Background: an optimization exercise with open tools, aiming at small area. Do not read the settings as production practice.
Function was checked by simulation only, so behaviour that the tests miss may differ from the original.
Power and IR drop assume default switching activity.

==> run.sh <==
#!/bin/bash
# synth_recipe.tcl (not shown) runs the flow's synth.tcl, then flattens the netlist and writes it again
# the make line also repeats each setting of config.mk as NAME=value (left out here)
make -C /OpenROAD-flow-scripts/flow DESIGN_CONFIG=/design/flow/config.mk WORK_HOME=/design/flow/orfs CLKGATE_MAP_FILE= SYNTH_SCRIPT=/design/flow/synth_recipe.tcl finish
==> config.mk <==
export PLATFORM = sky130hd
export DESIGN_NAME = mst_fifo_top
export DESIGN_NICKNAME = mst_fifo_top
export VERILOG_FILES = /design/flow/design.v
export SDC_FILE = /design/flow/constraint.sdc
export NUM_CORES = 4
export LEC_CHECK = 0
export CAP_MARGIN = 20
export CORE_MARGIN = 2
export CORE_UTILIZATION = 40
export SLEW_MARGIN = 20
==> constraint.sdc <==
create_clock -name core_clock -period 10.0 [get_ports {CLK}]
set_input_delay 2.0000 -clock core_clock [delete_from_list [all_inputs] [get_ports {CLK}]]
set_output_delay 2.0000 -clock core_clock [all_outputs]
set_load 0.01 [all_outputs]
==> design.v <==
module sp_sram #(
  parameter AW = 5,
  parameter DW = 36
) (
  input  wire          clk,
  input  wire          we,
  input  wire [AW-1:0] a,
  input  wire [DW-1:0] d,
  output reg  [DW-1:0] q
);
  reg [DW-1:0] mem [0:(1<<AW)-1];
  always @(posedge clk)
  begin
    if (we)
    begin
      mem[a] <= d;
      q      <= d;
    end
    else
      q      <= mem[a];
  end
endmodule
module mst_fifo_ctl #(
  parameter AW = 5               
) (
  input  clk,
  input  rst_n,
  input  mltcn, 
  input  fiford,    
  input  [1:0] fifordid,  
  input  fifowr,
  input  [1:0] fifowrid,     
  output reg [3:0] fifoafull,  
  output wire [3:0] fifonempt,  
  input  [35:0] fifo_din,
  output wire [35:0] fifo_dout, 
  output  wire mem_we,           
  output  wire [AW-1:0] mem_a,     
  output  wire [35:0] mem_d,	 
  input   wire [35:0] mem_q	 
  );
localparam [AW:0] AFULL_CH  = (1 << (AW-2)) - 5;  
localparam [AW:0] AFULL_ALL = (1 << AW) - 5;      
wire mem_re;
reg [AW-1:0] wrcnt0;
reg [AW-3:0] wrcnt1;
reg [AW-3:0] wrcnt2;
reg [AW-3:0] wrcnt3;
reg [AW-3:0] wrcnt;
reg [AW-1:0] rdcnt0;
reg [AW-3:0] rdcnt1;
reg [AW-3:0] rdcnt2;
reg [AW-3:0] rdcnt3;
reg [AW-3:0] rdcnt;
wire [AW-1:0] mem_wa;
assign      mem_wa = mltcn ? {fifowrid,wrcnt} : wrcnt0;
wire [AW-1:0] mem_ra;
assign      mem_ra = mltcn ? {fifordid,rdcnt} : rdcnt0;
always @ (*)  
  begin 
  case (fifowrid)
    2'b00: wrcnt = wrcnt0[AW-3:0];
    2'b01: wrcnt = wrcnt1;
    2'b10: wrcnt = wrcnt2;
    2'b11: wrcnt = wrcnt3;
  endcase
  end  
always @ (*)  
  begin 
  case (fifordid)
    2'b00: rdcnt = rdcnt0[AW-3:0];
    2'b01: rdcnt = rdcnt1;
    2'b10: rdcnt = rdcnt2;
    2'b11: rdcnt = rdcnt3;
  endcase
  end 
assign mem_a = mem_we ? mem_wa : mem_ra;
assign mem_d = fifo_din;
assign fifo_dout = mem_q; 
always @(posedge clk or negedge rst_n)
  begin
  if(!rst_n)
    wrcnt0 <= {AW{1'b0}};   
  else if (mem_we & (fifowrid == 2'b00)) 
    wrcnt0 <= wrcnt0 + 1'b1;
  end
always @(posedge clk or negedge rst_n)
  begin
  if(!rst_n)
    wrcnt1 <= {(AW-2){1'b0}};   
  else if (mem_we & (fifowrid == 2'b01)) 
    wrcnt1 <= wrcnt1 + 1'b1;
  end
always @(posedge clk or negedge rst_n)
  begin
  if(!rst_n)
    wrcnt2 <= {(AW-2){1'b0}};   
  else if (mem_we & (fifowrid == 2'b10)) 
    wrcnt2 <= wrcnt2 + 1'b1;
  end
always @(posedge clk or negedge rst_n)
  begin
  if(!rst_n)
    wrcnt3 <= {(AW-2){1'b0}};   
  else if (mem_we & (fifowrid == 2'b11)) 
    wrcnt3 <= wrcnt3 + 1'b1;
  end
always @(posedge clk or negedge rst_n)
  begin
  if(!rst_n)
    rdcnt0 <= {AW{1'b0}};   
  else if (mem_re & (fifordid == 2'b00)) 
    rdcnt0 <= rdcnt0 + 1'b1;
  end
always @(posedge clk or negedge rst_n)
  begin
  if(!rst_n)
    rdcnt1 <= {(AW-2){1'b0}};   
  else if (mem_re & (fifordid == 2'b01)) 
    rdcnt1 <= rdcnt1 + 1'b1;
  end
always @(posedge clk or negedge rst_n)
  begin
  if(!rst_n)
    rdcnt2 <= {(AW-2){1'b0}};   
  else if (mem_re & (fifordid == 2'b10)) 
    rdcnt2 <= rdcnt2 + 1'b1;
  end
always @(posedge clk or negedge rst_n)
  begin
  if(!rst_n)
    rdcnt3 <= {(AW-2){1'b0}};   
  else if (mem_re & (fifordid == 2'b11)) 
    rdcnt3 <= rdcnt3 + 1'b1;
  end
wire [3:0] fifofull;
wire full;
assign full  =   fifofull[fifowrid];
wire notempty;
assign notempty    =   fifonempt[fifordid];
assign mem_we      =   fifowr & (!full);
assign mem_re      =   fiford & (notempty);
reg [AW:0] fifolen0;
reg [AW-2:0] fifolen1;
reg [AW-2:0] fifolen2;
reg [AW-2:0] fifolen3;
assign fifonempt[0] = |fifolen0;
assign fifonempt[1] = |fifolen1;
assign fifonempt[2] = |fifolen2;
assign fifonempt[3] = |fifolen3; 
assign fifofull[0] = mltcn ? fifolen0[AW-2] : fifolen0[AW];
assign fifofull[1] = mltcn ? fifolen1[AW-2] : 1'b0;
assign fifofull[2] = mltcn ? fifolen2[AW-2] : 1'b0; 
assign fifofull[3] = mltcn ? fifolen3[AW-2] : 1'b0; 
always @ (posedge clk or negedge rst_n)
  begin 
    if (!rst_n) 
      fifolen0 <= {(AW+1){1'b0}};
    else if (mem_we & (fifowrid == 2'b00))
      fifolen0 <= fifolen0 + 1'b1;
    else if (mem_re & (fifordid == 2'b00))
      fifolen0 <= fifolen0 - 1'b1;
  end 
always @ (posedge clk or negedge rst_n)
  begin 
    if (!rst_n) 
      fifolen1 <= {(AW-1){1'b0}};
    else if (mem_we & (fifowrid == 2'b01))
      fifolen1 <= fifolen1 + 1'b1;
    else if (mem_re & (fifordid == 2'b01))
      fifolen1 <= fifolen1 - 1'b1;
  end 
always @ (posedge clk or negedge rst_n)
  begin 
    if (!rst_n) 
      fifolen2 <= {(AW-1){1'b0}};
    else if (mem_we & (fifowrid == 2'b10))
      fifolen2 <= fifolen2 + 1'b1;
    else if (mem_re & (fifordid == 2'b10))
      fifolen2 <= fifolen2 - 1'b1;
  end 
always @ (posedge clk or negedge rst_n)
  begin 
    if (!rst_n) 
      fifolen3 <= {(AW-1){1'b0}};
    else if (mem_we & (fifowrid == 2'b11))
      fifolen3 <= fifolen3 + 1'b1;
    else if (mem_re & (fifordid == 2'b11))
      fifolen3 <= fifolen3 - 1'b1;
  end 
always @ (posedge clk or negedge rst_n)
  begin 
    if (!rst_n)
      fifoafull <= 4'h0;
    else if (mltcn) 
      begin
      fifoafull[0] <= (fifolen0 >= AFULL_CH);
      fifoafull[1] <= (fifolen1 >= AFULL_CH);
      fifoafull[2] <= (fifolen2 >= AFULL_CH);
      fifoafull[3] <= (fifolen3 >= AFULL_CH);
      end
    else  
      begin
      fifoafull[0] <= (fifolen0 >= AFULL_ALL);
      fifoafull[1] <= 1'b0;
      fifoafull[2] <= 1'b0; 
      fifoafull[3] <= 1'b0;
      end
  end 
endmodule
module mst_data_gen (
  input rst_n, 
  input clk,
  input clr,      
  input bus16,
  input ch0_req,
  input ch1_req,
  input ch2_req,
  input ch3_req,
  output reg [31:0] ch0_dat,
  output reg [31:0] ch1_dat,
  output reg [31:0] ch2_dat,
  output reg [31:0] ch3_dat 
);
  always @ (posedge clk or negedge rst_n)
  begin
    if (!rst_n)
        ch0_dat <= 32'hFFFF_FFFF;
    else if (clr)
        ch0_dat <= 32'hFFFF_FFFF;
    else if (ch0_req)  
      if (bus16) 
            ch0_dat <= (&ch0_dat[15:0]) ? 32'h0000_0000 : {16'h0000,ch0_dat[15:0] + 1'b1};
      else  
            ch0_dat <= (&ch0_dat) ? 32'h0000_0000 : ch0_dat + 1'b1;
  end 
  always @ (posedge clk or negedge rst_n)
  begin
    if (!rst_n)
        ch1_dat <= 32'hFFFF_FFFF;
    else if (clr)
        ch1_dat <= 32'hFFFF_FFFF;
    else if (ch1_req)  
      if (bus16) 
            ch1_dat <= (&ch1_dat[15:0]) ? 32'h0000_0000 : {16'h0000,ch1_dat[15:0] + 1'b1};
      else  
            ch1_dat <= (&ch1_dat) ? 32'h0000_0000 : ch1_dat + 1'b1;
  end 
  always @ (posedge clk or negedge rst_n)
  begin
    if (!rst_n)
        ch2_dat <= 32'hFFFF_FFFF;
    else if (clr)
        ch2_dat <= 32'hFFFF_FFFF;
    else if (ch2_req)  
      if (bus16) 
            ch2_dat <= (&ch2_dat[15:0]) ? 32'h0000_0000 : {16'h0000,ch2_dat[15:0] + 1'b1};
      else  
            ch2_dat <= (&ch2_dat) ? 32'h0000_0000 : ch2_dat + 1'b1;
  end 
  always @ (posedge clk or negedge rst_n)
  begin
    if (!rst_n)
        ch3_dat <= 32'hFFFF_FFFF;
    else if (clr)
        ch3_dat <= 32'hFFFF_FFFF;
    else if (ch3_req)  
      if (bus16) 
            ch3_dat <= (&ch3_dat[15:0]) ? 32'h0000_0000 : {16'h0000,ch3_dat[15:0] + 1'b1};
      else  
            ch3_dat <= (&ch3_dat) ? 32'h0000_0000 : ch3_dat + 1'b1;
  end
endmodule 
module mst_data_chk (
  input  rst_n, 
  input  clk,
  input  clr,     
  input  bus16,
  input  erdis, 
  input  ch0_vld,
  input  ch1_vld,
  input  ch2_vld,
  input  ch3_vld,
  input  [31:0] rdata,
  output wire [3:0] seq_err 
);
  reg [31:0] cmp0_dat;
  reg [31:0] cmp1_dat;
  reg [31:0] cmp2_dat;
  reg [31:0] cmp3_dat;
  reg cmp0_err;
  reg cmp1_err;
  reg cmp2_err;
  reg cmp3_err;
  assign seq_err = {cmp3_err,cmp2_err,cmp1_err,cmp0_err} & {4{!erdis}};
  always @ (posedge clk or negedge rst_n)
  begin
    if (!rst_n)
      begin 
        cmp0_dat <= 32'h0000_0000;
        cmp0_err <= 1'b0;
      end 
    else if (clr)
      begin 
        cmp0_dat <= 32'h0000_0000;
        cmp0_err <= 1'b0;
      end 
    else if (ch0_vld & (!cmp0_err) & (!erdis))
      if (bus16) 
        if (rdata[15:0] == cmp0_dat[15:0])
          begin  
            cmp0_dat <= (&cmp0_dat[15:0]) ? 32'h0000_0000 : {16'h0000,cmp0_dat[15:0] + 1'b1};
            cmp0_err <= 1'b0;
          end 
        else
          begin 
            cmp0_dat <= cmp0_dat;
            cmp0_err <= 1'b1;
          end 
      else  
        if (rdata == cmp0_dat)
          begin  
            cmp0_dat <= (&cmp0_dat) ? 32'h0000_0000 : cmp0_dat + 1'b1;
            cmp0_err <= 1'b0;
          end 
        else
          begin 
            cmp0_dat <= cmp0_dat;
            cmp0_err <= 1'b1;
          end
  end 
  always @ (posedge clk or negedge rst_n)
  begin
    if (!rst_n)
      begin 
        cmp1_dat <= 32'h0000_0000;
        cmp1_err <= 1'b0;
      end 
    else if (clr)
      begin 
        cmp1_dat <= 32'h0000_0000;
        cmp1_err <= 1'b0;
      end 
    else if (ch1_vld & (!cmp1_err) & (!erdis)) 
      if (bus16) 
        if (rdata[15:0] == cmp1_dat[15:0])
          begin  
            cmp1_dat <= (&cmp1_dat[15:0]) ? 32'h0000_0000 : {16'h0000,cmp1_dat[15:0] + 1'b1};
            cmp1_err <= 1'b0;
          end 
        else
          begin 
            cmp1_dat <= cmp1_dat;
            cmp1_err <= 1'b1;
          end 
      else  
        if (rdata == cmp1_dat)
          begin  
            cmp1_dat <= (&cmp1_dat) ? 32'h0000_0000 : cmp1_dat + 1'b1;
            cmp1_err <= 1'b0;
          end 
        else
          begin 
            cmp1_dat <= cmp1_dat;
            cmp1_err <= 1'b1;
          end
  end 
  always @ (posedge clk or negedge rst_n)
  begin
    if (!rst_n)
      begin 
        cmp2_dat <= 32'h0000_0000;
        cmp2_err <= 1'b0;
      end 
    else if (clr)
      begin 
        cmp2_dat <= 32'h0000_0000;
        cmp2_err <= 1'b0;
      end 
    else if (ch2_vld & (!cmp2_err) & (!erdis)) 
      if (bus16) 
        if (rdata[15:0] == cmp2_dat[15:0])
          begin  
            cmp2_dat <= (&cmp2_dat[15:0]) ? 32'h0000_0000 : {16'h0000,cmp2_dat[15:0] + 1'b1};
            cmp2_err <= 1'b0;
          end 
        else
          begin 
            cmp2_dat <= cmp2_dat;
            cmp2_err <= 1'b1;
          end 
      else  
        if (rdata == cmp2_dat)
          begin  
            cmp2_dat <= (&cmp2_dat) ? 32'h0000_0000 : cmp2_dat + 1'b1;
            cmp2_err <= 1'b0;
          end 
        else
          begin 
            cmp2_dat <= cmp2_dat;
            cmp2_err <= 1'b1;
          end
  end 
  always @ (posedge clk or negedge rst_n)
  begin
    if (!rst_n)
      begin 
        cmp3_dat <= 32'h0000_0000;
        cmp3_err <= 1'b0;
      end 
    else if (clr)
      begin 
        cmp3_dat <= 32'h0000_0000;
        cmp3_err <= 1'b0;
      end 
    else if (ch3_vld & (!cmp3_err) & (!erdis)) 
      if (bus16) 
        if (rdata[15:0] == cmp3_dat[15:0])
          begin  
            cmp3_dat <= (&cmp3_dat[15:0]) ? 32'h0000_0000 : {16'h0000,cmp3_dat[15:0] + 1'b1};
            cmp3_err <= 1'b0;
          end 
        else
          begin 
            cmp3_dat <= cmp3_dat;
            cmp3_err <= 1'b1;
          end 
      else  
        if (rdata == cmp3_dat)
          begin  
            cmp3_dat <= (&cmp3_dat) ? 32'h0000_0000 : cmp3_dat + 1'b1;
            cmp3_err <= 1'b0;
          end 
        else
          begin 
            cmp3_dat <= cmp3_dat;
            cmp3_err <= 1'b1;
          end
  end 
endmodule 
module mst_pre_fet 
    (
     clk,
     rst_n,
     prefena,        
     prefreq,        
     prefmod,	     
     prefchn,	     
     prefnempt,      
     prefdout,       
     ififord,        
     ifnempt,        
     ififodat,       
     gen0req,         
     gen1req,         
     gen2req,         
     gen3req,         
     gen0dat,         
     gen1dat,         
     gen2dat,         
     gen3dat          
     );
parameter ADDRBIT = 2;
parameter LENGTH  = 4;
parameter WIDTH   = 36;
input clk;
input rst_n;
input prefena;      
input prefreq;      
input prefmod;	    
input [1:0]  prefchn;
output[3:0]  prefnempt;      
output[WIDTH -1:0]  prefdout;      
output ififord;
input [3:0] ifnempt;
input [WIDTH -1:0] ififodat; 
output gen0req;
output gen1req;
output gen2req;
output gen3req;
input[WIDTH-5:0]  gen0dat; 
input[WIDTH-5:0]  gen1dat; 
input[WIDTH-5:0]  gen2dat; 
input[WIDTH-5:0]  gen3dat; 
reg     [WIDTH-1:0]     pref_dat0 [LENGTH-1:0];
reg     [WIDTH-1:0]     pref_dat1 [LENGTH-1:0];
reg     [WIDTH-1:0]     pref_dat2 [LENGTH-1:0];
reg     [WIDTH-1:0]     pref_dat3 [LENGTH-1:0];
reg     [ADDRBIT:0]     pref_len0;
reg     [ADDRBIT:0]     pref_len1;
reg     [ADDRBIT:0]     pref_len2;
reg     [ADDRBIT:0]     pref_len3;
reg     [ADDRBIT-1:0]   wrcnt0;
reg     [ADDRBIT-1:0]   wrcnt1;
reg     [ADDRBIT-1:0]   wrcnt2;
reg     [ADDRBIT-1:0]   wrcnt3;
wire    [3:0] prefnempt; 
assign  prefnempt[0]    =   (pref_len0!={1'b0,{ADDRBIT{1'b0}}});
assign  prefnempt[1]    =   (pref_len1!={1'b0,{ADDRBIT{1'b0}}});
assign  prefnempt[2]    =   (pref_len2!={1'b0,{ADDRBIT{1'b0}}});
assign  prefnempt[3]    =   (pref_len3!={1'b0,{ADDRBIT{1'b0}}});
wire    [3:0] preffull;
assign  preffull[0]    =   (pref_len0[ADDRBIT]);
assign  preffull[1]    =   (pref_len1[ADDRBIT]);
assign  preffull[2]    =   (pref_len2[ADDRBIT]);
assign  preffull[3]    =   (pref_len3[ADDRBIT]);
wire    prefwr; 
wire    write;
assign  write       =   (prefwr & !preffull[prefchn]);
wire    read;
assign  read        =   (prefreq & prefnempt[prefchn]);
wire    [ADDRBIT-1:0]   rdcnt0;
wire    [ADDRBIT-1:0]   rdcnt1;
wire    [ADDRBIT-1:0]   rdcnt2;
wire    [ADDRBIT-1:0]   rdcnt3;
assign  rdcnt0       =   wrcnt0 - pref_len0[ADDRBIT-1:0];
assign  rdcnt1       =   wrcnt1 - pref_len1[ADDRBIT-1:0];
assign  rdcnt2       =   wrcnt2 - pref_len2[ADDRBIT-1:0];
assign  rdcnt3       =   wrcnt3 - pref_len3[ADDRBIT-1:0];
integer     i;
reg [WIDTH-1:0] prefdat0 [LENGTH-1:0];
reg [WIDTH-1:0] prefdat1 [LENGTH-1:0];
reg [WIDTH-1:0] prefdat2 [LENGTH-1:0];
reg [WIDTH-1:0] prefdat3 [LENGTH-1:0];
reg [WIDTH-1:0] prefdin; 
always @(posedge clk or negedge rst_n)
begin
  if(!rst_n) 
    for(i=0; i<LENGTH; i=i+1)
    begin 
      prefdat0[i]      <= {WIDTH{1'b0}};
      prefdat1[i]      <= {WIDTH{1'b0}};
      prefdat2[i]      <= {WIDTH{1'b0}};
      prefdat3[i]      <= {WIDTH{1'b0}};
    end 
  else if(write)
    case (prefchn) 
      2'b00 :  prefdat0[wrcnt0] <= prefdin;
      2'b01 :  prefdat1[wrcnt1] <= prefdin;
      2'b10 :  prefdat2[wrcnt2] <= prefdin;
      2'b11 :  prefdat3[wrcnt3] <= prefdin;
    endcase 
end
always @(posedge clk or negedge rst_n)
begin
  if(!rst_n) 
  begin
    wrcnt0 <= {ADDRBIT{1'b0}};
    wrcnt1 <= {ADDRBIT{1'b0}};
    wrcnt2 <= {ADDRBIT{1'b0}};
    wrcnt3 <= {ADDRBIT{1'b0}};
  end 
  else if(write)
    case (prefchn)
      2'b00:  wrcnt0 <= wrcnt0 + 1'b1;
      2'b01:  wrcnt1 <= wrcnt1 + 1'b1;
      2'b10:  wrcnt2 <= wrcnt2 + 1'b1;
      2'b11:  wrcnt3 <= wrcnt3 + 1'b1;
    endcase
end  
always @(posedge clk or negedge rst_n)
begin
  if(!rst_n) pref_len0  <= {1'b0,{ADDRBIT{1'b0}}};
  else if (prefchn == 2'b00)
    case({read,write})
      2'b01:   pref_len0 <= pref_len0 + 1'b1;
      2'b10:   pref_len0 <= pref_len0 - 1'b1;
      default: pref_len0 <= pref_len0;
    endcase
end
always @(posedge clk or negedge rst_n)
begin
  if(!rst_n) pref_len1  <= {1'b0,{ADDRBIT{1'b0}}};
  else if (prefchn == 2'b01)
    case({read,write})
      2'b01:   pref_len1 <= pref_len1 + 1'b1;
      2'b10:   pref_len1 <= pref_len1 - 1'b1;
      default: pref_len1 <= pref_len1;
    endcase
end
always @(posedge clk or negedge rst_n)
begin
  if(!rst_n) pref_len2  <= {1'b0,{ADDRBIT{1'b0}}};
  else if (prefchn == 2'b10)
    case({read,write})
      2'b01:   pref_len2 <= pref_len2 + 1'b1;
      2'b10:   pref_len2 <= pref_len2 - 1'b1;
      default: pref_len2 <= pref_len2;
    endcase
end
always @(posedge clk or negedge rst_n)
begin
  if(!rst_n) pref_len3  <= {1'b0,{ADDRBIT{1'b0}}};
  else if (prefchn == 2'b11)
    case({read,write})
      2'b01:   pref_len3 <= pref_len3 + 1'b1;
      2'b10:   pref_len3 <= pref_len3 - 1'b1;
      default: pref_len3 <= pref_len3;
    endcase
end
wire [WIDTH-1:0] pref_dout[3:0];
assign pref_dout[0] = prefdat0[rdcnt0]; 
assign pref_dout[1] = prefdat1[rdcnt1]; 
assign pref_dout[2] = prefdat2[rdcnt2]; 
assign pref_dout[3] = prefdat3[rdcnt3];
wire [WIDTH-1:0] prefdout;  
assign prefdout = pref_dout[prefchn];
wire[3:0] prenotful; 
assign prenotful[0] = (pref_len0 < 3);
assign prenotful[1] = (pref_len1 < 3);
assign prenotful[2] = (pref_len2 < 3);
assign prenotful[3] = (pref_len3 < 3);
wire datareq;
wire ififord;  
assign datareq = prefena && prenotful[prefchn] && (ifnempt[prefchn] | prefmod) ;
assign ififord = datareq && (!prefmod);  
reg datareq_p1;
always @(posedge clk or negedge rst_n)
begin
  if(!rst_n) 
    datareq_p1 <= 1'b0;
  else
    datareq_p1 <= datareq; 
end
assign prefwr = datareq_p1;
always @(*)  
begin 
  if (!prefmod)
    prefdin = ififodat; 
  else 
    case (prefchn)
      2'b00: prefdin = {4'hf,gen0dat};
      2'b01: prefdin = {4'hf,gen1dat}; 
      2'b10: prefdin = {4'hf,gen2dat}; 
      2'b11: prefdin = {4'hf,gen3dat}; 
    endcase 
end 
wire gen0req;
wire gen1req;
wire gen2req;
wire gen3req;
assign gen0req = datareq & (prefchn == 2'b00) & prefmod; 
assign gen1req = datareq & (prefchn == 2'b01) & prefmod; 
assign gen2req = datareq & (prefchn == 2'b10) & prefmod; 
assign gen3req = datareq & (prefchn == 2'b11) & prefmod;
endmodule 
module mst_fifo_fsm (
  input  rst_n,
  input  clk,
  input  txe_n,
  input  rxf_n,
  input  [31:0] idata,
  input  [3:0]  ibe,
  input  mltcn,
  input  stren,
  input  r_oob,
  input  w_oob,  
  input  [3:0] mst_rd_n,
  input  [3:0] mst_wr_n,
  output  reg [31:0] odata,
  output  reg [3:0]  obe,
  output  reg dt_oe_n,
  output  reg be_oe_n,
  output  wire siwu_n,
  output  reg wr_n,    
  output  reg rd_n,
  output  reg oe_n,
  output  [3:0] tp_debug_sig,  
  output  ch0_vld,
  output  ch1_vld,
  output  ch2_vld,
  output  ch3_vld,
  output  [31:0] chk_data,
  input	  [3:0] chk_err,  
  input  [3:0] ififoafull,  
  input  [3:0] ififonempt, 
  output  ififowr,
  output  [ 1:0] ififowrid,
  output  [35:0] ififo_wdat,
  output wire prefena,
  output wire prefreq,
  output wire prefmod,
  output wire [1:0] prefchn,
  input [ 3:0]  prefnempt, 
  input [35:0]  prefdout
);
  localparam IDLE	= 4'b0001;
  localparam MTRD	= 4'b0010;
  localparam MDLE	= 4'b0100;
  localparam MTWR	= 4'b1000;
  reg [3:0] nxt_state, cur_stap1, cur_stap2, cur_stap3, cur_stap4;
  wire [3:0] cur_state;  
  assign tp_debug_sig[3:0] 	= 4'b1010; 
  assign siwu_n		= 1'b1;
  wire [3:0] imst_rd_n;
  wire [3:0] imst_wr_n;
  reg  [3:0] mst_rd_n_p1;
  reg  [3:0] mst_wr_n_p1;
  reg  [3:0] mst_rd_n_p2;
  reg  [3:0] mst_wr_n_p2;
  reg        mst_wr_n_p3;
  reg        mst_wr_n_p4;
  wire [3:0] ibuf_ful;
  wire [3:0] ibuf_nep;
  reg  [1:0] ichannel;
  reg  [36:0] remain[3:0]; 
  reg  rxf_n_p1;
  reg  txe_n_p1; 
  reg  w_oob_p1;
  reg  w_oob_p2;
  reg  r_oob_p1;
  reg  r_oob_p2;
  reg  r_oob_p3;
  reg  w_1byte;
  reg  w_1flag; 
  assign imst_rd_n = mst_rd_n_p2;
  assign imst_wr_n = mst_wr_n_p2;
  assign ibuf_ful  = ififoafull; 
  assign ibuf_nep  = ififonempt | prefnempt | {remain[3][36],remain[2][36],remain[1][36],remain[0][36]};
  reg [3:0] irxf_n;
  reg [3:0] itxe_n;
  always @ (posedge clk or negedge rst_n)
  begin
    if (~rst_n)
    begin 
      irxf_n	<=	4'hf;
      itxe_n 	<=	4'hf;
    end 
    else if (((cur_stap2 == IDLE) || (cur_stap2 == MDLE)) && (!txe_n) && wr_n)
      begin
        irxf_n    <= mltcn ? idata[15:12] : {3'b111,rxf_n}; 
        itxe_n    <= mltcn ? idata[11:8]  : {3'b111,txe_n}; 
      end
  end
  always @ (posedge clk or negedge rst_n)
  begin
    if (~rst_n)
      w_1byte <= 1'b0;
    else if (r_oob_p2 & (!r_oob_p3))
      w_1byte <= 1'b1;
    else if (w_1byte && (cur_stap1 == IDLE) && (cur_stap2 == MTWR))
      w_1byte <= 1'b0;
    else if (!r_oob_p2)
      w_1byte <= 1'b0; 
  end 
  always @ (posedge clk or negedge rst_n)
  begin
    if (~rst_n)
      w_1flag <= 1'b0;
    else if (!r_oob_p2) 
      w_1flag <= 1'b0;
    else if (w_1byte & (cur_stap2 == MTWR))
      w_1flag <= 1'b1;
  end 
  reg [3:0] ifsm_cond;
  wire r_oobe;
  assign r_oobe = r_oob_p2 | ((!mltcn) & (!wr_n) & (obe != 4'hF)); 
  always @ (posedge clk or negedge rst_n)
  begin
    if (~rst_n)
      ifsm_cond <= 4'h0;
    else if (!mltcn)
    begin
      ifsm_cond[0] <= (cur_stap1 == IDLE) & (!imst_rd_n[0]) & (!rxf_n)& (!ibuf_ful[0]); 
      ifsm_cond[1] <= (cur_state == MTRD) & ( imst_rd_n[0]  | (rxf_n  & (!rxf_n_p1))  | ibuf_ful[0]) ; 
      ifsm_cond[2] <= (cur_state == MDLE) & (!imst_wr_n[0]) & (!txe_n)& (ibuf_nep[0]  | stren | w_1byte) & (!w_1flag);
      ifsm_cond[3] <= (cur_stap3 == MTWR) & ( imst_wr_n[0]  | (txe_n  & (!txe_n_p1))  | r_oobe |
		                            ((!ififonempt[0]) & (!stren) & (!prefnempt[0]))) ; 
    end 
    else 
    begin 
      ifsm_cond[0] <= (!imst_rd_n[ichannel]) & (!irxf_n[ichannel])  & (!ibuf_ful[ichannel]) & (cur_stap3 == IDLE); 
      ifsm_cond[1] <= ( imst_rd_n[ichannel]  | (rxf_n & (!rxf_n_p1))|   ibuf_ful[ichannel]) & (cur_state == MTRD); 
      ifsm_cond[2] <= (!imst_wr_n[ichannel]) & (!itxe_n[ichannel])  & (ibuf_nep[ichannel] | stren) & (cur_stap3 == MDLE);
      ifsm_cond[3] <= ( imst_wr_n[ichannel]  | (rxf_n & (!rxf_n_p1))| 
			((!ififonempt[ichannel]) & (!stren) & (!prefnempt[ichannel]))) & (cur_stap3 == MTWR); 
    end 
  end 
  always @ (posedge clk, negedge rst_n)
  begin
    if (~rst_n) begin
      cur_stap1 <= IDLE;
      cur_stap2 <= IDLE;
      cur_stap3 <= IDLE;
      cur_stap4 <= IDLE;
    end
    else begin
      cur_stap1 <= cur_state;
      cur_stap2 <= cur_stap1; 
      cur_stap3 <= cur_stap2; 
      cur_stap4 <= cur_stap3; 
    end
  end
  assign cur_state = nxt_state;
  always @ (posedge clk, negedge rst_n) 
  begin
    if (~rst_n)
      nxt_state <= IDLE;
    else if (chk_err != 4'b0000)
      nxt_state <= MDLE;
    else 
      case (cur_state)
        IDLE : nxt_state <= ifsm_cond[0] ? MTRD : (((cur_stap4 == IDLE) & (cur_stap3 == IDLE)  & 
                                                 (cur_stap2 == IDLE) & (cur_stap1 == IDLE)) ? MDLE : IDLE); 
        MTRD : nxt_state <= ifsm_cond[1] ? MDLE : MTRD;
        MDLE : nxt_state <= ifsm_cond[2] ? MTWR : (((cur_stap4 == MDLE) & (cur_stap3 == MDLE)  & 
                                                 (cur_stap2 == MDLE) & (cur_stap1 == MDLE)) ? IDLE : MDLE); 
        MTWR : nxt_state <= (ifsm_cond[3] | (r_oobe & (!wr_n))) ? IDLE : MTWR; 
      endcase
  end
  always @ (posedge clk or negedge rst_n)
  begin 
    if (~rst_n) 
      ichannel <= 2'b00;
    else if (!mltcn)
      ichannel <= 2'b00;
    else if ((cur_stap1 == IDLE) & (cur_stap2 != IDLE))
      ichannel <= ichannel + 1'b1; 
  end 
reg  [31:0] rdata;
reg  [3:0] rbe; 
reg  rvalid;
wire [31:0] wdata;
wire [3:0] wbe; 
  always @ (posedge clk or negedge rst_n)
  begin
    if (~rst_n)
    begin 
      odata	<= 32'hFFFF_FFFF;
      obe	<=  4'hF;
    end
    else if ((cur_state == MTWR) || (cur_stap1 == MTWR)) 
      if (!mltcn) 
      begin
        odata <= r_oobe ? 32'h0000_0036 : (remain[0][36] ? remain[0][31:0]  : wdata[31:0]);
        obe   <= r_oobe ? 4'h1          : (remain[0][36] ? remain[0][35:32] : wbe);
      end 
      else 
      begin 
        if ((cur_stap1 != MTWR) | (cur_stap2 != MTWR))
        begin 
          odata[31:16] <= 16'hffff; 
          odata[15:8]  <= odata[15:8];
          odata[7:0]   <= {6'b000000,ichannel} + 1'b1; 
          obe          <= 4'h1;
        end 
        else 
        begin
          odata <= remain[ichannel][36] ? remain[ichannel][31:0]  : wdata[31:0];
          obe   <= remain[ichannel][36] ? remain[ichannel][35:32] : wbe;
        end 
      end 
    else if ((cur_state == MTRD) & mltcn)
      begin 
        odata[31:16] <= 16'hffff; 
        odata[15:8]  <= odata[15:8];
        odata[7:0]   <= {6'b000000,ichannel} + 1'b1; 
        obe	     <= 4'h0;
      end  
    else if ((cur_stap2 == IDLE) | (cur_stap2 == MDLE)) 
    begin 
      odata	<= 32'hFFFF_FFFF;
      obe	<=  4'hF;
    end
  end
  always @ (posedge clk or negedge rst_n)
  begin
    if (~rst_n)
    begin 
      rdata     <= 'b0;
      rbe	<= 'b0; 
      rvalid    <= 'b0; 
    end
    else if (cur_stap1 == MTRD)
    begin
      rdata 	<= idata;
      rbe	<= ibe;
      if (mltcn)
        rvalid	<= (rxf_n | wr_n) ? 1'b0 : 1'b1;
      else    
        rvalid 	<= (rxf_n | rd_n) ? 1'b0 : (!w_oob_p2);   
    end  
    else 
    begin 
      rdata     <= 'b0;
      rbe	<= 'b0; 
      rvalid    <= 'b0; 
    end
  end 
  always @ (posedge clk or negedge rst_n)
  begin
    if (~rst_n)
    begin 
      dt_oe_n	<= 'b1;
      be_oe_n 	<= 'b1;
      wr_n	<= 'b1;     
      rd_n	<= 'b1; 
      oe_n	<= 'b1;
    end
    else
    begin  
      if ((cur_state == IDLE) || (cur_state == MDLE)) 
      begin 
        dt_oe_n	<= mltcn;  
        be_oe_n	<= 'b0;
        wr_n	<= 'b1;     
        rd_n	<= 'b1; 
        oe_n	<= 'b1;
      end
      else if (cur_state == MTRD)
        if (!mltcn) 
        begin
          dt_oe_n 	<= 'b1;
          be_oe_n 	<= 'b1;
          wr_n		<= 'b1;     
          rd_n		<= (rxf_n | oe_n) ? 1'b1 : 1'b0; 
          oe_n		<=  rxf_n         ? 1'b1 : 1'b0; 
        end
        else
        begin
          be_oe_n 	<= !(cur_stap1 == IDLE);  
          wr_n		<= (rxf_n & (!rxf_n_p1)) ? 1'b1 : ((cur_stap1 == IDLE)?  1'b0 : wr_n); 
          rd_n		<= 1'b1; 
          oe_n		<= 1'b1;  
        end
      else if (cur_state == MTWR) 
        if (!mltcn) 
        begin
      	  dt_oe_n	<= 1'b0; 
      	  be_oe_n 	<= 1'b0;
          if ((cur_stap3 == MTWR) && (cur_stap4 == MDLE)) 
            wr_n        <= 1'b0; 
          else if (((!prefnempt[0]) & (!stren)) | r_oobe | txe_n)
	    wr_n 	<= 1'b1;
      	  rd_n		<= 'b1; 
      	  oe_n		<= 'b1;
        end 
        else 
        begin 
          dt_oe_n	<= wr_n;  
          be_oe_n 	<= 1'b0;
          if (rxf_n & (!rxf_n_p1))
            wr_n	<= 1'b1;
          else if (cur_stap1 == MDLE)
            wr_n	<= 1'b0;
          else if ((!rxf_n) & (((!stren) & (!prefnempt[ichannel])) | ifsm_cond[3])) 
            wr_n	<= 1'b1;
          rd_n		<= 1'b1; 
          oe_n		<= 1'b1; 
        end 
    end 
  end
  wire readburst;
  reg  readburst_p1; 
  wire rd245;
  wire rd600; 
  wire rema600;
  assign rd245 = (!mltcn) && (!txe_n) && (prefnempt[0] | stren) && (!r_oobe) && (cur_stap3 == MTWR) 
                          && (!remain[0][36]) && (!mst_wr_n_p4) && prefena;  
  assign rd600 =   mltcn  && (!rxf_n) && (!wr_n) && (prefnempt[ichannel] | stren) && (cur_stap3 == MTWR); 
  assign rema600 = (!remain[ichannel][36]) & (cur_stap2 == MTWR) & (cur_stap3 != MTWR) & mltcn;
  assign readburst  = rd245 | rd600;
  always @ (posedge clk or negedge rst_n)
  begin
    if (~rst_n)
      begin
        remain[0] <= 37'd0;
        remain[1] <= 37'd0;
        remain[2] <= 37'd0;
        remain[3] <= 37'd0;
      end
    else if ((cur_stap3 == MTWR) && (cur_stap4 == MDLE) && (!mltcn))
      remain[ichannel] <= 37'd0;
    else if ((cur_stap2 == MTWR) && (cur_stap3 == MDLE) && mltcn)
      remain[ichannel] <= 37'd0;
    else if (((!wr_n) & txe_n & readburst_p1  & (!mltcn)) |
             ((!wr_n) & rxf_n & readburst_p1  & mltcn)    | 
             ((wr_n) & (!rxf_n) & readburst_p1  & mltcn)  | 
             ((wr_n) & (rxf_n) & readburst_p1  & mltcn))
      remain[ichannel] <= {1'b1,obe,odata};
  end
  always @ (posedge clk or negedge rst_n)
  begin 
    if (~rst_n) 
    begin 
      readburst_p1<= 1'b0;
      rxf_n_p1	  <= 1'b1;
      txe_n_p1	  <= 1'b1;
      w_oob_p1    <= 1'b0;
      w_oob_p2    <= 1'b0;
      r_oob_p1    <= 1'b0;
      r_oob_p2    <= 1'b0;
      r_oob_p3    <= 1'b0;
      mst_rd_n_p1 <= 4'hF;
      mst_wr_n_p1 <= 4'hF;;
      mst_rd_n_p2 <= 4'hF;
      mst_wr_n_p2 <= 4'hF;;
      mst_wr_n_p3 <= 1'b1;;
      mst_wr_n_p4 <= 1'b1;;
    end 
    else
    begin 
      readburst_p1<= readburst;
      rxf_n_p1    <= rxf_n; 
      txe_n_p1    <= txe_n; 
      w_oob_p1    <= w_oob;		
      w_oob_p2    <= w_oob_p1;
      r_oob_p1    <= r_oob;		
      r_oob_p2    <= r_oob_p1;
      r_oob_p3    <= r_oob_p2;
      mst_rd_n_p1 <= mst_rd_n;
      mst_wr_n_p1 <= mst_wr_n;
      mst_rd_n_p2 <= mst_rd_n_p1;
      mst_wr_n_p2 <= mst_wr_n_p1;
      mst_wr_n_p3 <= mst_wr_n_p2[0];
      mst_wr_n_p4 <= mst_wr_n_p3;
    end 
  end
assign ch0_vld = rvalid & stren & (ichannel == 2'b00);
assign ch1_vld = rvalid & stren & (ichannel == 2'b01) & mltcn;
assign ch2_vld = rvalid & stren & (ichannel == 2'b10) & mltcn;
assign ch3_vld = rvalid & stren & (ichannel == 2'b11) & mltcn;
assign chk_data= rdata;
assign prefena = (cur_state == MTWR);
assign prefreq = readburst | rema600;
assign prefmod = stren;
assign prefchn = ichannel;
assign wdata   = prefdout[31:0];
assign wbe     = prefdout[35:32];
assign ififowr  	= rvalid & (!stren);
assign ififowrid 	= ichannel;
assign ififo_wdat 	= {rbe,rdata}; 
endmodule 
module mst_fifo_top (
  input  wire RST_N,
  input  wire MLTCN,  
  input  wire STREN,  
  input  wire ERDIS,  
  input  wire R_OOB,
  input  wire W_OOB,  
  input  wire CLK,
  input  wire [31:0] DATA_I,    
  input  wire [3:0]  BE_I,      
  output wire [31:0] DATA_O,    
  output wire [3:0]  BE_O,      
  output wire DT_OE_N,          
  output wire BE_OE_N,          
  input  wire RXF_N,     
  input  wire TXE_N,
  output wire WR_N,     
  output wire RD_N,
  output wire OE_N,
  output wire [3:0] STRER
);
  localparam AW = 5;
  wire [3:0] tp_seq_err;
  wire [3:0] tp_debug_sig;
  wire tp_siwu_n;
  assign STRER = tp_seq_err;
  wire ch0_vld;
  wire ch1_vld;
  wire ch2_vld;
  wire ch3_vld;
  wire [31:0] chk_data;
  wire ch0_req;
  wire ch1_req;
  wire ch2_req;
  wire ch3_req;
  wire [31:0] ch0_dat;
  wire [31:0] ch1_dat;
  wire [31:0] ch2_dat;
  wire [31:0] ch3_dat;
  wire ififord;
  wire ififowr;
  wire [1:0] ififowrid;
  wire [3:0] ififoafull;
  wire [3:0] ififonempt;
  wire [35:0] ififo_wdat;
  wire [35:0] ififo_rdat;
  wire prefena;
  wire prefreq;
  wire prefmod;
  wire[ 1:0]  prefchn;
  wire[ 3:0]  prefnempt;
  wire[35:0]  prefdout; 
  mst_fifo_fsm i1_fsm (
    .rst_n	(RST_N),
    .clk		(CLK),
    .txe_n	(TXE_N),
    .rxf_n	(RXF_N),
    .idata	(DATA_I),
    .ibe		(BE_I),
    .mltcn	(MLTCN),
    .stren	(STREN),
    .r_oob	(R_OOB),
    .w_oob	(W_OOB),
    .mst_rd_n	(4'h0),
    .mst_wr_n	(4'h0), 
    .odata	(DATA_O),
    .obe		(BE_O),
    .dt_oe_n(DT_OE_N),
    .be_oe_n(BE_OE_N),
    .siwu_n	(tp_siwu_n),
    .wr_n	(WR_N),
    .rd_n	(RD_N),
    .oe_n	(OE_N),
    .tp_debug_sig(tp_debug_sig),
    .ch0_vld	(ch0_vld),
    .ch1_vld	(ch1_vld),
    .ch2_vld	(ch2_vld),
    .ch3_vld	(ch3_vld),
    .chk_data	(chk_data),
    .chk_err	(tp_seq_err),
    .ififoafull	(ififoafull),
    .ififonempt	(ififonempt),
    .ififowr	(ififowr),
    .ififowrid	(ififowrid),
    .ififo_wdat	(ififo_wdat),
    .prefena   (prefena),
    .prefreq   (prefreq),
    .prefmod   (prefmod),
    .prefchn   (prefchn),
    .prefnempt (prefnempt),
    .prefdout  (prefdout)
  );
   mst_pre_fet i2_pref (
    .clk      (CLK),
    .rst_n    (RST_N),
    .prefena  (prefena),    
    .prefreq  (prefreq),    
    .prefmod  (prefmod),
    .prefchn  (prefchn),       
    .prefnempt(prefnempt),     
    .prefdout (prefdout),     
    .ififord  (ififord),
    .ifnempt  (ififonempt),    
    .ififodat (ififo_rdat),  
    .gen0req  (ch0_req),  
    .gen1req  (ch1_req), 
    .gen2req  (ch2_req),
    .gen3req  (ch3_req),
    .gen0dat  (ch0_dat),
    .gen1dat  (ch1_dat),
    .gen2dat  (ch2_dat),
    .gen3dat  (ch3_dat) 
     );
  mst_data_chk i3_chk(
    .rst_n	(RST_N),
    .clk	(CLK),
    .clr	(W_OOB),
    .bus16	(1'b0),
    .erdis 	(ERDIS), 
    .ch0_vld	(ch0_vld),
    .ch1_vld	(ch1_vld),
    .ch2_vld	(ch2_vld),
    .ch3_vld	(ch3_vld),
    .rdata	(chk_data),
    .seq_err	(tp_seq_err) 
  );
  mst_data_gen i4_gen(
    .rst_n	(RST_N),
    .clk	(CLK),
    .clr	(R_OOB),
    .bus16	(1'b0),
    .ch0_req	(ch0_req),
    .ch1_req	(ch1_req),
    .ch2_req	(ch2_req),
    .ch3_req	(ch3_req),
    .ch0_dat	(ch0_dat),
    .ch1_dat	(ch1_dat),
    .ch2_dat	(ch2_dat),
    .ch3_dat	(ch3_dat)
  ); 
  wire mem_w;       
  wire [AW-1:0] mem_a;
  wire [35:0] mem_d;   
  wire [35:0] mem_q; 
  mst_fifo_ctl #(.AW(AW)) i5_ctl(
    .clk	(CLK),
    .rst_n	(RST_N),
    .mltcn	(MLTCN),
    .fiford	(ififord),
    .fifordid	(prefchn),
    .fifowr	(ififowr),
    .fifowrid	(ififowrid),
    .fifoafull	(ififoafull),
    .fifonempt	(ififonempt),
    .fifo_din	(ififo_wdat),
    .fifo_dout	(ififo_rdat), 
    .mem_we	(mem_w),
    .mem_a	(mem_a),
    .mem_d	(mem_d),
    .mem_q	(mem_q) 
    );
  sp_sram #(.AW(AW), .DW(36)) i6_ram (
    .clk	(CLK),
    .we		(mem_w),
    .a		(mem_a),
    .d		(mem_d),
    .q		(mem_q) 
  );
endmodule
==> results.json <==
{
  "status": "finished clean",
  "antenna_found_initial": 14,
  "final_max_slew_viol_count": 0,
  "hold_violations": 0,
  "pwr-share-seq": 0.520,
  "cp_data_arrival_time_ns": 6.56,
  "synth_nets": 7961,
  "worst_setup_path_end_kind": "flip-flop",
  "fin_setup_tns_ns": 0,
  "placed_cells": 10900,
  "dr_total_vias": 68700,
  "die_height_um": 512,
  "cts_setup_buffers": 0,
  "p_comb_frac": 0.023,
  "die_w_um": 512,
  "crit_slowest_cell": "clkinv_2",
  "cts_tree": "yes",
  "max_freq_ghz": 0.173,
  "synth_edf_count": 1152,
  "ys_seq_area_frac": 0.626,
  "path_class": "flip-flop to flip-flop",
  "die_area_um2": 262000,
  "drive_gt1_frac": 0.167,
  "dpl.hpwl_mm": 188,
  "clk_latency_ns": 0.89,
  "tightest_slew_ns": 1.19,
  "clock_path_buffers": 3,
  "p_sw_mw": 4.22,
  "area_growth_pct": 12.1,
  "path_clk_slew_ns": 0.06,
  "core_area_um2": 256000,
  "instances_no_fill": 11400,
  "setup_viol": 0,
  "setup_slack_ns": 4.21,
  "rows": 186,
  "grt_pass1_vias": 66700,
  "clockPowerShare": 0.457,
  "place.gp.congestion": 0.897,
  "final_cell_mix": "1152 x edfxtp_1, 1036 x nand2_1, 976 x dfrtp_1",
  "holdCritPathClass": "flip-flop to flip-flop",
  "wl_per_cell_um": 26.7,
  "syn_inst": 7857,
  "post-route-period-util": 0.579,
  "drt.antenna.violating_nets": 0,
  "p_sw_frac": 0.217,
  "grt_overflow_total": 0,
  "power.internal_mw": 15.2,
  "cts_max_level": 4,
  "synthFlopType": "edfxtp_1",
  "ys_ff_latch": 2338,
  "clock_skew_ns": 0.0831,
  "cts.sinks": 2338,
  "rsz0062_at_grt": "no",
  "power_per_cell_area_nw_per_um2": 168,
  "synth_cell_type_count": 97,
  "fin_nets": 7894,
  "grt_pass1_wl_mm": 452,
  "start_util": 0.402,
  "routed_wl_mm": 303,
  "grt_usage": 0.228,
  "cts_hold_buf": 0,
  "avgSynthCellArea_um2": 13.1,
  "post_drt_via_cell_ratio": 6.03,
  "critical_path.cell_chain": "buf_4 -> inv_1 -> ha_2 -> buf_4 -> clkinv_2 -> nor4_1 -> and4_1 -> a31oi_1 -> buf_4 -> or3_1 -> o41ai_1",
  "pin_count": 90,
  "pre_cts_slack_ns": 3.51,
  "numPortBuffers": 89,
  "irDropWorstVdd_uv": 196,
  "worstPathMaxFanout": 68,
  "synth.cell_area_um2": 103000,
  "cts_resized": 0,
  "drc": 0,
  "root_buffer": "clkbuf_16",
  "critPathMaxStageDelay_ns": 0.86,
  "cp_common_cell": "buf_4",
  "maxCapViolations": 0,
  "dr.pass1.iters": 8,
  "grt_max_degree": 178,
  "leakage_nw": 46.0,
  "relSlewSlack": 0.200,
  "cts-buffers-inserted": 235,
  "crit_path_start_kind": "flip-flop",
  "drtIter0Drc": 8481,
  "cp.required_ns": 10.77,
  "async_flop_share": 0.505,
  "hold_ws_ns": 0.336,
  "yosys_warnings": 11,
  "layout.cells.most_common": "edfxtp_1",
  "min_period_ns": 5.79
}
==> final cells by class <==
cell class | instances | area (µm²)
sequential | 2338 | 64500
timing repair buffer | 273 | 2350
antenna | 5 | 12.5
clock buffer | 337 | 6640
multi-input combinational | 4871 | 36400
inverter | 71 | 268
fill | 22800 | 141000
tap | 3384 | 4230
clock inverter | 105 | 1140
==> power groups by stage <==
stage / sequential [mW] / combinational, mW / clock, mW
floorplan: 10.3 / 0.216 / 0
global placement: 10.3 / 0.434 / 0
detailed placement: 10.3 / 0.444 / 0
CTS: 10.1 / 0.445 / 9.00
global route: 10.1 / 0.489 / 9.41
finish: 10.1 / 0.442 / 8.87
==> worst max-delay path: cells and delay by family (launching register included) <==
kind | cells | cell delay, ns
buffers and inverters | 5 | 2.53
and+or+nand+nor | 3 | 1.67
AOI/OAI and AO/OA | 2 | 0.59
adders and majority gates | 1 | 0.48
DFF | 1 | 0.36
==> metal layers <==
| metal | GRT usage | up-vias | wire, µm |
|---|---|---|---|
| met4 | 0.0677 | 2 | 9170 |
| met3 | 0.0422 | 468 | 25200 |
| li1 | - | 29700 | - |
| met1 | 0.325 | 35500 | 128000 |
| met2 | 0.357 | 2970 | 141000 |
| met5 | 0 | - | 13 |
==> sequential cells by signal, summed over array words and instances (netlist names), 5 cells and up, named ones only <==
| register | cells |
|---|---|
| i6_ram.mem | 1152 |
| i1_fsm.remain | 148 |
| i2_pref.prefdat0 | 144 |
| i2_pref.prefdat1 | 144 |
| i2_pref.prefdat2 | 144 |
| i2_pref.prefdat3 | 144 |
| i1_fsm.odata | 32 |
| i1_fsm.rdata | 32 |
| i3_chk.cmp0_dat | 32 |
| i3_chk.cmp1_dat | 32 |
| i3_chk.cmp2_dat | 32 |
| i3_chk.cmp3_dat | 32 |
| i4_gen.ch0_dat | 32 |
| i4_gen.ch1_dat | 32 |
| i4_gen.ch2_dat | 32 |
| i4_gen.ch3_dat | 32 |
| i5_ctl.fifolen0 | 6 |
| i5_ctl.rdcnt0 | 5 |
| i5_ctl.wrcnt0 | 5 |
==> final timing paths <==
path                                    start              endpoint  slack, ns  depth (start not counted)
max                        i1_fsm.ichannel[0]   i3_chk.cmp0_dat[26]       4.21                         11
min                        i1_fsm.mst_wr_n_p3    i1_fsm.mst_wr_n_p4       0.34                          0
max reg2reg                i1_fsm.ichannel[0]   i3_chk.cmp0_dat[26]       4.21                         11
min reg2reg                i1_fsm.mst_wr_n_p3    i1_fsm.mst_wr_n_p4       0.34                          0
max in group asynchronous               RST_N       i1_fsm.w_oob_p1       6.61                          3
min in group asynchronous               RST_N  i1_fsm.remain[1][26]       1.02                          1
==> synth_stat cells (73+ instances only) <==
master / count / area (µm²)
a21oi_1: 248 / 1240
xnor2_1: 145 / 1270
nand2_1: 1053 / 3950
nor2_1: 209 / 785
mux4_2: 402 / 9050
nand3_1: 168 / 841
dfrtp_1: 993 / 24800
and3_1: 82 / 513
edfxtp_1: 1152 / 34600
a222oi_1: 107 / 1070
buf_2: 88 / 440
nand4_1: 100 / 626
o21ai_0: 842 / 4210
nor3_1: 114 / 571
a22o_1: 146 / 1280
clkbuf_1: 408 / 1530
mux2i_1: 128 / 1280
nor4_1: 73 / 457
dfstp_2: 188 / 4940
xor2_1: 104 / 911
==> cell families (layout without fill, tap and decap cells) <==
kind of cell / count (synthesis) / count (layout) / synth area share
fa+ha+maj: 59 / 59 / 0.00774
mux: 555 / 555 / 0.103
other cells: 1 / 6 / 0.0000364
simple gates: 2139 / 2139 / 0.0990
xor+xnor: 255 / 255 / 0.0225
flops: 2338 / 2338 / 0.626
buf+inv: 648 / 786 / 0.0254
compound gates: 1862 / 1862 / 0.117
==> per-stage QoR <==
stage / area, µm² / utilization / total power, mW
global route: 116000 / 0.451 / 20.0
finish: 116000 / 0.451 / 19.4
floorplan: 103000 / - / 10.5
CTS: 116000 / 0.451 / 19.6
detailed placement: 108000 / 0.420 / 10.7
global placement: 108000 / 0.420 / 10.7

[afterwards: timing with drivers on the ports]
The results above use ideal ports. As a check the final layout listed here was re-extracted and re-timed, cells and wires unchanged.
Step 1 assumes that a clkbuf_16 drives the clock port and a buf_2 every other input.
Step 2 times the ports against the registers' clock, not the clock port: input delays grow and output delays shrink by t, the midpoint of the rising clock arrivals with the driver on.
a / b / c = no drivers / after step 1 / after step 2; a / b = the first two.
shift t [ns]: 0.946
setup slack, ns: 4.215 / 4.215 / 3.419
worst setup path after step 2: input to register
worst slew at a driven data input, ns: 0.12
pins driven straight from the clock port: 1
After both steps setup and hold are still met in this run. The setup slack of this run moves by 0.000 ns with the drivers and by -0.796 ns with both steps.
